From an optimization exercise on the open Yosys and OpenROAD flow, aimed at small area and few clock cycles; shortcuts taken in it are not production practice. Only simulation tests tie the RTL to the original design; equivalence was not proved.

==> design.v <==
`timescale 1ns / 1ps
module bin2gray #(
    parameter WIDTH = 5                 
)(
    input  wire [WIDTH-1:0] bin,        
    output wire [WIDTH-1:0] gray        
);
    assign gray = (bin >> 1) ^ bin;
endmodule
`timescale 1ns / 1ps
module gray2bin #(
    parameter WIDTH = 5                 
)(
    input  wire [WIDTH-1:0] gray,       
    output wire [WIDTH-1:0] bin         
);
    integer i;
    reg [WIDTH-1:0] bin_temp;
    always @* begin
        bin_temp[WIDTH-1] = gray[WIDTH-1];
        for (i = WIDTH - 2; i >= 0; i = i - 1) begin
            bin_temp[i] = bin_temp[i+1] ^ gray[i];
        end
    end
    assign bin = bin_temp;
endmodule
`timescale 1ns / 1ps
module sync_flop #(
    parameter WIDTH = 5                     
)(
    input  wire              clk,           
    input  wire              rst,           
    input  wire [WIDTH-1:0]  async_in,      
    output reg  [WIDTH-1:0]  sync_out       
);
    reg [WIDTH-1:0] sync_ff1;               
    always @(posedge clk or posedge rst) begin
        if (rst) begin
            sync_ff1 <= 0;
            sync_out <= 0;
        end else begin
            sync_ff1 <= async_in;
            sync_out <= sync_ff1;
        end
    end
endmodule
`timescale 1ns / 1ps
module fifo_mem #(
    parameter DATA_WIDTH = 41,                 
    parameter ADDR_WIDTH = 4                   
)(
    input  wire                   wr_clk,      
    input  wire                   wr_en,       
    input  wire [ADDR_WIDTH-1:0]  wr_addr,     
    input  wire [DATA_WIDTH-1:0]  wr_data,     
    input  wire                   rd_clk,      
    input  wire                   rd_en,       
    input  wire [ADDR_WIDTH-1:0]  rd_addr,     
    output reg  [DATA_WIDTH-1:0]  rd_data      
);
    localparam DEPTH = 1 << ADDR_WIDTH;        
    reg [DATA_WIDTH-1:0] mem [0:DEPTH-1];      
    always @(posedge wr_clk) begin
        if (wr_en) begin
            mem[wr_addr] <= wr_data;           
        end
    end
    always @(posedge rd_clk) begin
        if (rd_en) begin
            rd_data <= mem[rd_addr];           
        end
    end
endmodule
`timescale 1ns / 1ps
module async_fifo_ctrl #(
    parameter DATA_WIDTH = 41,     
    parameter ADDR_WIDTH = 4       
)(
    input  wire                   wr_clk,      
    input  wire                   wr_rst,      
    input  wire                   wr_en,       
    input  wire [DATA_WIDTH-1:0]  wr_data,     
    input  wire                   rd_clk,      
    input  wire                   rd_rst,      
    input  wire                   rd_en,       
    output wire                   full,        
    output wire                   empty,       
    output wire [DATA_WIDTH-1:0]  rd_data      
);
    localparam PTR_WIDTH = ADDR_WIDTH + 1;  
    reg [PTR_WIDTH-1:0] wr_ptr_bin;                
    wire [PTR_WIDTH-1:0] wr_ptr_gray;              
    wire [PTR_WIDTH-1:0] rd_ptr_gray_sync;         
    wire [PTR_WIDTH-1:0] rd_ptr_bin_sync;          
    reg [PTR_WIDTH-1:0] rd_ptr_bin;                
    wire [PTR_WIDTH-1:0] rd_ptr_gray;              
    wire [PTR_WIDTH-1:0] wr_ptr_gray_sync;         
    wire [PTR_WIDTH-1:0] wr_ptr_bin_sync;          
    bin2gray #(.WIDTH(PTR_WIDTH)) wr_bin2gray (
        .bin(wr_ptr_bin),
        .gray(wr_ptr_gray)
    );
    bin2gray #(.WIDTH(PTR_WIDTH)) rd_bin2gray (
        .bin(rd_ptr_bin),
        .gray(rd_ptr_gray)
    );
    sync_flop #(.WIDTH(PTR_WIDTH)) rd_ptr_sync_inst (
        .clk(wr_clk),
        .rst(wr_rst),
        .async_in(rd_ptr_gray),
        .sync_out(rd_ptr_gray_sync)
    );
    sync_flop #(.WIDTH(PTR_WIDTH)) wr_ptr_sync_inst (
        .clk(rd_clk),
        .rst(rd_rst),
        .async_in(wr_ptr_gray),
        .sync_out(wr_ptr_gray_sync)
    );
    gray2bin #(.WIDTH(PTR_WIDTH)) rd_gray2bin (
        .gray(rd_ptr_gray_sync),
        .bin(rd_ptr_bin_sync)
    );
    gray2bin #(.WIDTH(PTR_WIDTH)) wr_gray2bin (
        .gray(wr_ptr_gray_sync),
        .bin(wr_ptr_bin_sync)
    );
    always @(posedge wr_clk or posedge wr_rst) begin
        if (wr_rst) begin
            wr_ptr_bin <= 0;  
        end else if (wr_en && !full) begin
            wr_ptr_bin <= wr_ptr_bin + 1'b1;  
        end
    end
    always @(posedge rd_clk or posedge rd_rst) begin
        if (rd_rst) begin
            rd_ptr_bin <= 0;  
        end else if (rd_en && !empty) begin
            rd_ptr_bin <= rd_ptr_bin + 1'b1;  
        end
    end
    assign full = ((wr_ptr_gray[PTR_WIDTH-1] != rd_ptr_gray_sync[PTR_WIDTH-1]) &&
                   (wr_ptr_gray[PTR_WIDTH-2] != rd_ptr_gray_sync[PTR_WIDTH-2]) &&
                   (wr_ptr_gray[PTR_WIDTH-3:0] == rd_ptr_gray_sync[PTR_WIDTH-3:0]));
    assign empty = (rd_ptr_gray == wr_ptr_gray_sync);
    fifo_mem #(
        .DATA_WIDTH(DATA_WIDTH),
        .ADDR_WIDTH(ADDR_WIDTH)
    ) fifo_mem_inst (
        .wr_clk(wr_clk),                           
        .wr_en(wr_en && !full),                    
        .wr_addr(wr_ptr_bin[ADDR_WIDTH-1:0]),      
        .wr_data(wr_data),                         
        .rd_clk(rd_clk),                           
        .rd_en(rd_en && !empty),                   
        .rd_addr(rd_ptr_bin[ADDR_WIDTH-1:0]),      
        .rd_data(rd_data)                          
    );
endmodule
`timescale 1ns / 1ps
module async_fifo_top #(
    parameter DATA_WIDTH = 41,     
    parameter ADDR_WIDTH = 4       
)(
    input  wire                   wr_clk,      
    input  wire                   wr_rst,      
    input  wire                   wr_en,       
    input  wire [DATA_WIDTH-1:0]  wr_data,     
    input  wire                   rd_clk,      
    input  wire                   rd_rst,      
    input  wire                   rd_en,       
    output wire                   full,        
    output wire                   empty,       
    output wire [DATA_WIDTH-1:0]  rd_data      
);
    async_fifo_ctrl #(
        .DATA_WIDTH(DATA_WIDTH),   
        .ADDR_WIDTH(ADDR_WIDTH)    
    ) u_async_fifo_ctrl (
        .wr_clk(wr_clk),           
        .wr_rst(wr_rst),           
        .wr_en(wr_en),             
        .wr_data(wr_data),         
        .rd_clk(rd_clk),           
        .rd_rst(rd_rst),           
        .rd_en(rd_en),             
        .full(full),               
        .empty(empty),             
        .rd_data(rd_data)          
    );
endmodule
`timescale 1ns / 1ps
module async_fifo_tx (
    input  wire                   wr_clk,       
    input  wire                   wr_rst,       
    input  wire                   wr_en,        
    input  wire [40:0]            wr_data,      
    input  wire                   rd_clk,       
    input  wire                   rd_rst,       
    input  wire                   rd_en,        
    output wire [40:0]            rd_data,      
    output wire                   full,         
    output wire                   empty         
);
    async_fifo_top #(
        .DATA_WIDTH(41),           
        .ADDR_WIDTH(4)             
    ) u_async_fifo_tx (
        .wr_clk(wr_clk),           
        .wr_rst(wr_rst),           
        .wr_en(wr_en),             
        .wr_data(wr_data),         
        .rd_clk(rd_clk),           
        .rd_rst(rd_rst),           
        .rd_en(rd_en),             
        .full(full),               
        .empty(empty),             
        .rd_data(rd_data)          
    );
endmodule
`timescale 1ns / 1ps
module async_fifo_rx (
    input  wire                   wr_clk,       
    input  wire                   wr_rst,       
    input  wire                   wr_en,        
    input  wire [31:0]            wr_data,      
    input  wire                   rd_clk,       
    input  wire                   rd_rst,       
    input  wire                   rd_en,        
    output wire [31:0]            rd_data,      
    output wire                   full,         
    output wire                   empty         
);
    async_fifo_top #(
        .DATA_WIDTH(32),           
        .ADDR_WIDTH(4)             
    ) u_async_fifo_rx (
        .wr_clk(wr_clk),           
        .wr_rst(wr_rst),           
        .wr_en(wr_en),             
        .wr_data(wr_data),         
        .rd_clk(rd_clk),           
        .rd_rst(rd_rst),           
        .rd_en(rd_en),             
        .full(full),               
        .empty(empty),             
        .rd_data(rd_data)          
    );
endmodule
`timescale 1ns / 1ps
module spi_master (
    input         SCLK,                      
    input         SRESET,                    
    output reg    spi_clk,                   
    output reg    spi_mosi,                  
    input         spi_miso,                  
    output reg    spi_cs,                    
    input  [40:0] Tx_FIFO_data_in,           
    output reg    Tx_FIFO_read_en,           
    input         Tx_FIFO_empty,             
    output reg [31:0]  Rx_FIFO_data_out,     
    output reg    Rx_FIFO_write_en,          
    input         Rx_FIFO_full               
);
    reg [40:0] shift_reg;       
    reg [5:0]  bit_count;       
    reg [31:0] rx_data;         
    reg        rx_valid;        
    reg        wr_rd_en;        
    reg [2:0]  state;           
    localparam IDLE      = 3'd0,
               LOAD      = 3'd1,
               SEND      = 3'd2,
               WRITE_RX  = 3'd3,
               LOAD_DATA = 3'd4;
    always @(posedge SCLK or posedge SRESET) begin
        if (SRESET) begin
            state             <= IDLE;
            spi_clk           <= 1'b0;
            spi_mosi          <= 1'b0;
            spi_cs            <= 1'b1;
            Tx_FIFO_read_en   <= 1'b0;
            Rx_FIFO_write_en  <= 1'b0;
            Rx_FIFO_data_out  <= 32'd0;
            shift_reg         <= 41'd0;
            bit_count         <= 6'd0;
            rx_data           <= 32'd0;
            rx_valid          <= 1'b0;
            wr_rd_en          <= 1'b0;
        end else begin
            Tx_FIFO_read_en   <= 1'b0;
            Rx_FIFO_write_en  <= 1'b0;
            case (state)
                IDLE: begin
                    spi_clk  <= 1'b0;
                    spi_cs   <= 1'b1;
                    if (!Tx_FIFO_empty) begin
                        Tx_FIFO_read_en <= 1'b1;
                        state <= LOAD;
                    end
                end
                LOAD: begin
                    if(Tx_FIFO_read_en) state <= LOAD_DATA;
                    else state <= LOAD;
                end
                LOAD_DATA: begin
                    shift_reg       <= Tx_FIFO_data_in;
                    wr_rd_en        <= Tx_FIFO_data_in[40];  
                    spi_cs          <= 1'b0;
                    bit_count       <= 6'd0;
                    rx_data         <= 32'd0;
                    rx_valid        <= 1'b0;
                    state           <= SEND;
                end
                SEND: begin
                    spi_clk <= ~spi_clk;
                    if (!spi_clk) begin
                        spi_mosi <= shift_reg[40 - bit_count];
                    end else if (bit_count <= 6'd40) begin
                        if (!wr_rd_en && bit_count >= 6'd9 && bit_count <= 6'd40) begin
                            rx_data[40 - bit_count] <= spi_miso;
                        end
                        bit_count <= bit_count + 1;
                        if (bit_count == 6'd40) begin
                            spi_cs   <= 1'b1;
                            rx_valid <= !wr_rd_en;
                            state    <= (!wr_rd_en) ? WRITE_RX : IDLE;
                        end
                    end
                end
                WRITE_RX: begin
                    if (!Rx_FIFO_full && rx_valid) begin
                        Rx_FIFO_data_out <= rx_data;
                        Rx_FIFO_write_en <= 1'b1;
                        rx_valid         <= 1'b0;
                        state            <= IDLE;
                    end
                end
                default: state <= IDLE;
            endcase
        end
    end
endmodule
`timescale 1ns / 1ps
module AHB_slave (
    input         HRESET,                
    input         HCLK,                  
    input  [7:0]  HADDR,                 
    input  [1:0]  HTRANS,                
    input         HWRITE,                
    input  [2:0]  HSIZE,                 
    input  [2:0]  HBURST,                
    input  [31:0] HWDATA,                
    output reg [40:0] DATA_to_TxFIFO,    
    output reg        TxFIFO_wr_en,      
    input             TxFIFO_full,       
    input      [31:0] DATA_from_RxFIFO,  
    output reg        RxFIFO_rd_en,      
    input             RxFIFO_empty,      
    output [31:0] HRDATA,                
    output        HRESP,                 
    output        HREADY                 
);
    localparam RD_REQ = 2'd0, RD_WAIT = 2'd1, RD_DATA = 2'd2;
    reg        dp_valid;            
    reg        dp_write;            
    reg [7:0]  dp_addr;             
    reg [2:0]  dp_size;             
    reg [1:0]  rd_state;            
    function [31:0] align_data;
        input [31:0] HWDATA;
        input [2:0]  HSIZE;
        begin
            case (HSIZE)
                3'b000: align_data = {24'b0, HWDATA[7:0]};   
                3'b001: align_data = {16'b0, HWDATA[15:0]};  
                3'b010: align_data = HWDATA;                 
                default: align_data = 32'h0;                 
            endcase
        end
    endfunction
    assign HREADY = !dp_valid ||
                    (dp_write ? !TxFIFO_full : (rd_state == RD_DATA));
    assign HRESP = 1'b0;
    always @(*) begin
        TxFIFO_wr_en   = 1'b0;
        DATA_to_TxFIFO = {1'b0, dp_addr, 32'b0};
        RxFIFO_rd_en   = 1'b0;
        if (dp_valid && dp_write) begin
            TxFIFO_wr_en   = !TxFIFO_full;
            DATA_to_TxFIFO = {1'b1, dp_addr, align_data(HWDATA, dp_size)};
        end
        if (dp_valid && !dp_write) begin
            TxFIFO_wr_en = (rd_state == RD_REQ) && !TxFIFO_full;
            RxFIFO_rd_en = (rd_state == RD_WAIT) && !RxFIFO_empty;
        end
    end
    always @(posedge HCLK or posedge HRESET) begin
        if (HRESET) begin
            dp_valid <= 1'b0;
            dp_write <= 1'b0;
            dp_addr  <= 8'h0;
            dp_size  <= 3'h0;
            rd_state <= RD_REQ;
        end else begin
            if (dp_valid && !dp_write) begin
                case (rd_state)
                    RD_REQ:  if (!TxFIFO_full)  rd_state <= RD_WAIT;
                    RD_WAIT: if (!RxFIFO_empty) rd_state <= RD_DATA;
                    default: rd_state <= RD_REQ;
                endcase
            end
            if (HREADY) begin
                dp_valid <= HTRANS[1];
                dp_write <= HWRITE;
                dp_addr  <= HADDR;
                dp_size  <= HSIZE;
            end
        end
    end
    assign HRDATA = DATA_from_RxFIFO;
endmodule
`timescale 1ns / 1ps
module ahb_to_spi_bridge (
    input         HCLK,           
    input         HRESET,         
    input  [7:0]  HADDR,          
    input  [1:0]  HTRANS,         
    input         HWRITE,         
    input  [2:0]  HSIZE,          
    input  [2:0]  HBURST,         
    input  [31:0] HWDATA,         
    output [31:0] HRDATA,         
    output        HREADY,         
    output        HRESP,          
    output        spi_clk,        
    output        spi_mosi,       
    input         spi_miso,       
    output        spi_cs          
);
    wire [40:0] tx_fifo_data_out;    
    wire        tx_fifo_full;        
    wire        tx_fifo_empty;       
    wire        tx_fifo_read_en;     
    wire [40:0] tx_fifo_data_in;     
    wire        tx_fifo_write_en;    
    wire [31:0] rx_fifo_data_out;    
    wire        rx_fifo_full;        
    wire        rx_fifo_empty;       
    wire        rx_fifo_read_en;     
    wire [31:0] rx_fifo_data_in;     
    wire        rx_fifo_write_en;    
    AHB_slave ahb_slave (
        .HRESET(HRESET),
        .HCLK(HCLK),
        .HADDR(HADDR),
        .HTRANS(HTRANS),
        .HWRITE(HWRITE),
        .HSIZE(HSIZE),
        .HBURST(HBURST),
        .HWDATA(HWDATA),
        .DATA_to_TxFIFO(tx_fifo_data_in),
        .TxFIFO_wr_en(tx_fifo_write_en),
        .TxFIFO_full(tx_fifo_full),
        .DATA_from_RxFIFO(rx_fifo_data_out),
        .RxFIFO_rd_en(rx_fifo_read_en),
        .RxFIFO_empty(rx_fifo_empty),
        .HRDATA(HRDATA),
        .HRESP(HRESP),
        .HREADY(HREADY)
    );
    async_fifo_tx tx_fifo (
        .wr_clk(HCLK),
        .wr_rst(HRESET),
        .wr_en(tx_fifo_write_en),
        .wr_data(tx_fifo_data_in),
        .rd_clk(HCLK),
        .rd_rst(HRESET),
        .rd_en(tx_fifo_read_en),
        .rd_data(tx_fifo_data_out),
        .full(tx_fifo_full),
        .empty(tx_fifo_empty)
    );
    async_fifo_rx rx_fifo (
        .wr_clk(HCLK),
        .wr_rst(HRESET),
        .wr_en(rx_fifo_write_en),
        .wr_data(rx_fifo_data_in),
        .rd_clk(HCLK),
        .rd_rst(HRESET),
        .rd_en(rx_fifo_read_en),
        .rd_data(rx_fifo_data_out),
        .full(rx_fifo_full),
        .empty(rx_fifo_empty)
    );
    spi_master spi_master (
        .SCLK(HCLK),
        .SRESET(HRESET),
        .spi_clk(spi_clk),
        .spi_mosi(spi_mosi),
        .spi_miso(spi_miso),
        .spi_cs(spi_cs),
        .Tx_FIFO_data_in(tx_fifo_data_out),
        .Tx_FIFO_read_en(tx_fifo_read_en),
        .Tx_FIFO_empty(tx_fifo_empty),
        .Rx_FIFO_data_out(rx_fifo_data_in),
        .Rx_FIFO_write_en(rx_fifo_write_en),
        .Rx_FIFO_full(rx_fifo_full)
    );
endmodule
==> run.sh <==
#!/bin/bash
# synth_recipe.tcl (not shown) runs the flow's synth.tcl, then flattens the netlist and writes it again
# the make line also repeats each setting of config.mk as NAME=value (left out here)
make -C /OpenROAD-flow-scripts/flow DESIGN_CONFIG=/design/flow/config.mk WORK_HOME=/design/flow/orfs CLKGATE_MAP_FILE= SYNTH_SCRIPT=/design/flow/synth_recipe.tcl finish
==> config.mk <==
export PLATFORM = sky130hd
export DESIGN_NAME = ahb_to_spi_bridge
export DESIGN_NICKNAME = ahb_to_spi_bridge
export VERILOG_FILES = /design/flow/design.v
export SDC_FILE = /design/flow/constraint.sdc
export NUM_CORES = 4
export LEC_CHECK = 0
export CAP_MARGIN = 20
export CORE_MARGIN = 2
export CORE_UTILIZATION = 40
export SLEW_MARGIN = 20
==> constraint.sdc <==
create_clock -name core_clock -period 6.0 [get_ports {HCLK}]
set_input_delay 1.2000 -clock core_clock [delete_from_list [all_inputs] [get_ports {HCLK}]]
set_output_delay 1.2000 -clock core_clock [all_outputs]
set_load 0.01 [all_outputs]
==> reports/results.ini <==
[final_layout]
area_growth_pct=13.62
final_cell_area_sq_um=62810
nNetsFinal=2792
drive_gt1_frac=0.2555
n_fill_cell=11260
largest_register_ff_count=656

[synth]
synth_most_common_cell=edfxtp_1
synthTopCellsByArea=edfxtp_1 67%, mux4_2 15%, dfrtp_1 8.8%, nand2_1 1.0%, mux2_2 0.92%
ys_seq_area_frac=0.7624
synth_ff_type=edfxtp_1
synth_top_area_share=0.6741
synthArstFlopShare=0.1358
synth_warnings=8
synth.avg_cell_area_sq_um=21.55
synth_cell_types=70
synth_edf_count=1241
syn-num-nets=2653
synth_seq_cells=1436
synth_area_sq_um=55280
syn_inst=2565
yosysTopAreaCell=edfxtp_1
synth_common_cells=1241 x edfxtp_1, 375 x mux4_2, 194 x dfrtp_1

[pwr]
power_mw=24.16
power.density_nw_per_um2=384.6
leakage_nw=20.06
ir_drop_mv=0.3847

[clock_network]
post_cts_buffers=0
clk_latency_ns=0.77
cts_hold_buffers=0
clock_sinks=1436
clk_pin_slew_ns=0.06
htree_levels=4
cts_resized=0
ctsLongestPathBuffers=3
root_buffer=clkbuf_16
cts_tree=yes
cts_buffers=143

[setup_path]
worst_path_largest_cell_delay_ns=0.69
r2r_setup_slack_ns=0.92
cp_max_fo=17
cp-end-kind=flip-flop
critical_path_required_ns=6.61
critical_path_buf_inv_count=2
critical_path.startpoint_type=flip-flop
worst_ep_arrival_time_ns=5.69
critPathTopFamily=simple AND/OR/NAND/NOR gates
critical-path-slowest-cell=a2111oi_4
crit_chain=inv_1 > ha_1 > nand2b_1 > nor3_2 > nor2_1 > nor2_1 > and3_1 > inv_1 > ha_1 > nor4b_1 > nand4_1 > a2111oi_4 > o2111ai_1 > o311ai_0 > o21ai_1
crit_type=flip-flop to flip-flop

[floorplanning]
dieArea_sq_um=141200
die_h_um=375.8
die_w_um=375.8
boundaryPins=89
coreArea_sq_um=137300
rows=136
start_util=0.4026

[detailed_routing]
ant_nets=0
dr.pass1.iters=5
drc_errors=0
drtIter0Drc=2334
drt-total-wl_um=121200
vias_per_cell=5.517
detail_route.wl_per_cell_um=26.27
vias=25450

[timing]
tns_ns=0
rsz0062_at_grt=false
hold_viol_final=0
finClkSkew_ns=0.02624
maxSlewHeadroom=0.2519
whs_ns=0.3481
worst_pin_slew_ns=1.122
setup_viol=0
fin_crit_sh=0.8463
maxSlewViolCount=0
period_needed_ns=5.078
fmax_mhz=196.9

[run_status]
status=complete, no violations

[global_routing]
antenna_found_initial=1
grt_pass1_wl_um=179800
grt_pass1_vias=26980
grt.total_usage=0.1740
overflow=0
grt_max_degree=166

[placed_design]
port_buffers=83
place_area_sq_um=58350
hpwlAfterDp_um=61430
place_congestion=0.8342

[run]
cap_violations=0

[hold_path]
hold_path_class=flip-flop to flip-flop

[path summary, 6_finish.rpt]
| path | start | end | cells past startpoint |
|---|---|---|---|
| worst max-delay path | spi_master.bit_count[1] | spi_master.rx_data[12] | 15 |
| worst min-delay path | flip-flop | flip-flop | 0 |
| worst max register to register | spi_master.bit_count[1] | spi_master.rx_data[12] | 15 |
| worst min register to register | flip-flop | flip-flop | 0 |
| max in group asynchronous | HRESET | spi_master.Rx_FIFO_data_out[21] | 3 |
| min in group asynchronous | HRESET | ahb_slave.dp_addr[6] | 2 |
[layout make-up]
type	instances	area [sq um]	area share
Inverter	21	82.58	0.001315
Clock inverter	59	415.4	0.006613
Timing Repair Buffer	126	1204	0.01916
Antenna cell	1	2.502	0.00003984
Sequential cell	1436	42170	0.6713
Tap cell	1794	2245	0.03574
Clock buffer	200	4030	0.06416
Multi-Input combinational cell	976	12660	0.2016
[layer usage]
layer	track usage	share of wire	vias up
li1	-	-	10870
met1	0.2261	0.41	13660
met2	0.3012	0.52	758
met3	0.02548	0.051	169
met4	0.05630	0.024	0
met5	0	0	-
[power by group]
group	internal, mW	switching, mW	total, mW
Sequential	11.4	0.535	12.0
Clock	4.86	3.62	8.48
Combinational	1.66	2.06	3.72
[logic make-up after synthesis]
family,Yosys count,share of synthesized area
simple gates,325,0.02960
xor+xnor,51,0.008216
mux,425,0.1628
fa+ha+maj,36,0.008148
flops,1436,0.7624
buf+inv,153,0.01104
other cells,1,0.00006783
compound gates,138,0.01768
[cell usage in the layout (no fill, tap or decap), drive strengths merged, types with 7 or more instances in the layout]
master	n
and2	38
xnor2	28
a21oi	10
and3	38
clkinv	44
buf	43
nand3	10
clkbuf	200
edfxtp	1241
nor3	13
ha	36
xor2	23
o2111ai	11
inv	25
mux2	45
o21ai	55
nor2	25
dfrtp	194
nand2	152
mux4	375
o311ai	28
clkdlybuf4s50	83
clkinvlp	7
[stage by stage]
step | cells | util | setup slack (ns)
floorplan | 2565 | - | 1.732
global placement | 4353 | 0.4249 | 1.244
detailed placement | 4353 | 0.4249 | 1.100
CTS | 4612 | 0.4573 | 1.083
global route | 4612 | 0.4574 | 0.5750
finish | 4613 | 0.4574 | 0.9222
Testbench counts, summed over its fixed seeds: cycles 169,723.

==> re-timing with driven ports <==
How much do the figures lean on ideal ports? The routed layout below was timed once more, with nothing changed but the port constraints.
Step 1: set_driving_cell puts a clkbuf_16 on HCLK and a buf_2 on each other input, an assumption about the parent block.
Step 2 adds t to the input delays and takes it off the output delays; t is the mean of the earliest and latest rising clock arrival at the registers after step 1. Input paths then give back, and output paths get back, about the clock's delay inside the block.
Three values: ideal, step 1, step 2; two values: the first two.
shift t [ns]: 0.829
setup slack, ns: 0.922 / 0.922 / 0.922
worst hold slack (ns): 0.348 / 0.348 / 0.348
worst setup path at the end: register to register
After both steps this run still meets setup and hold. For this run, drivers alone change the setup slack by 0.000 ns; drivers and shift together by 0.000 ns.
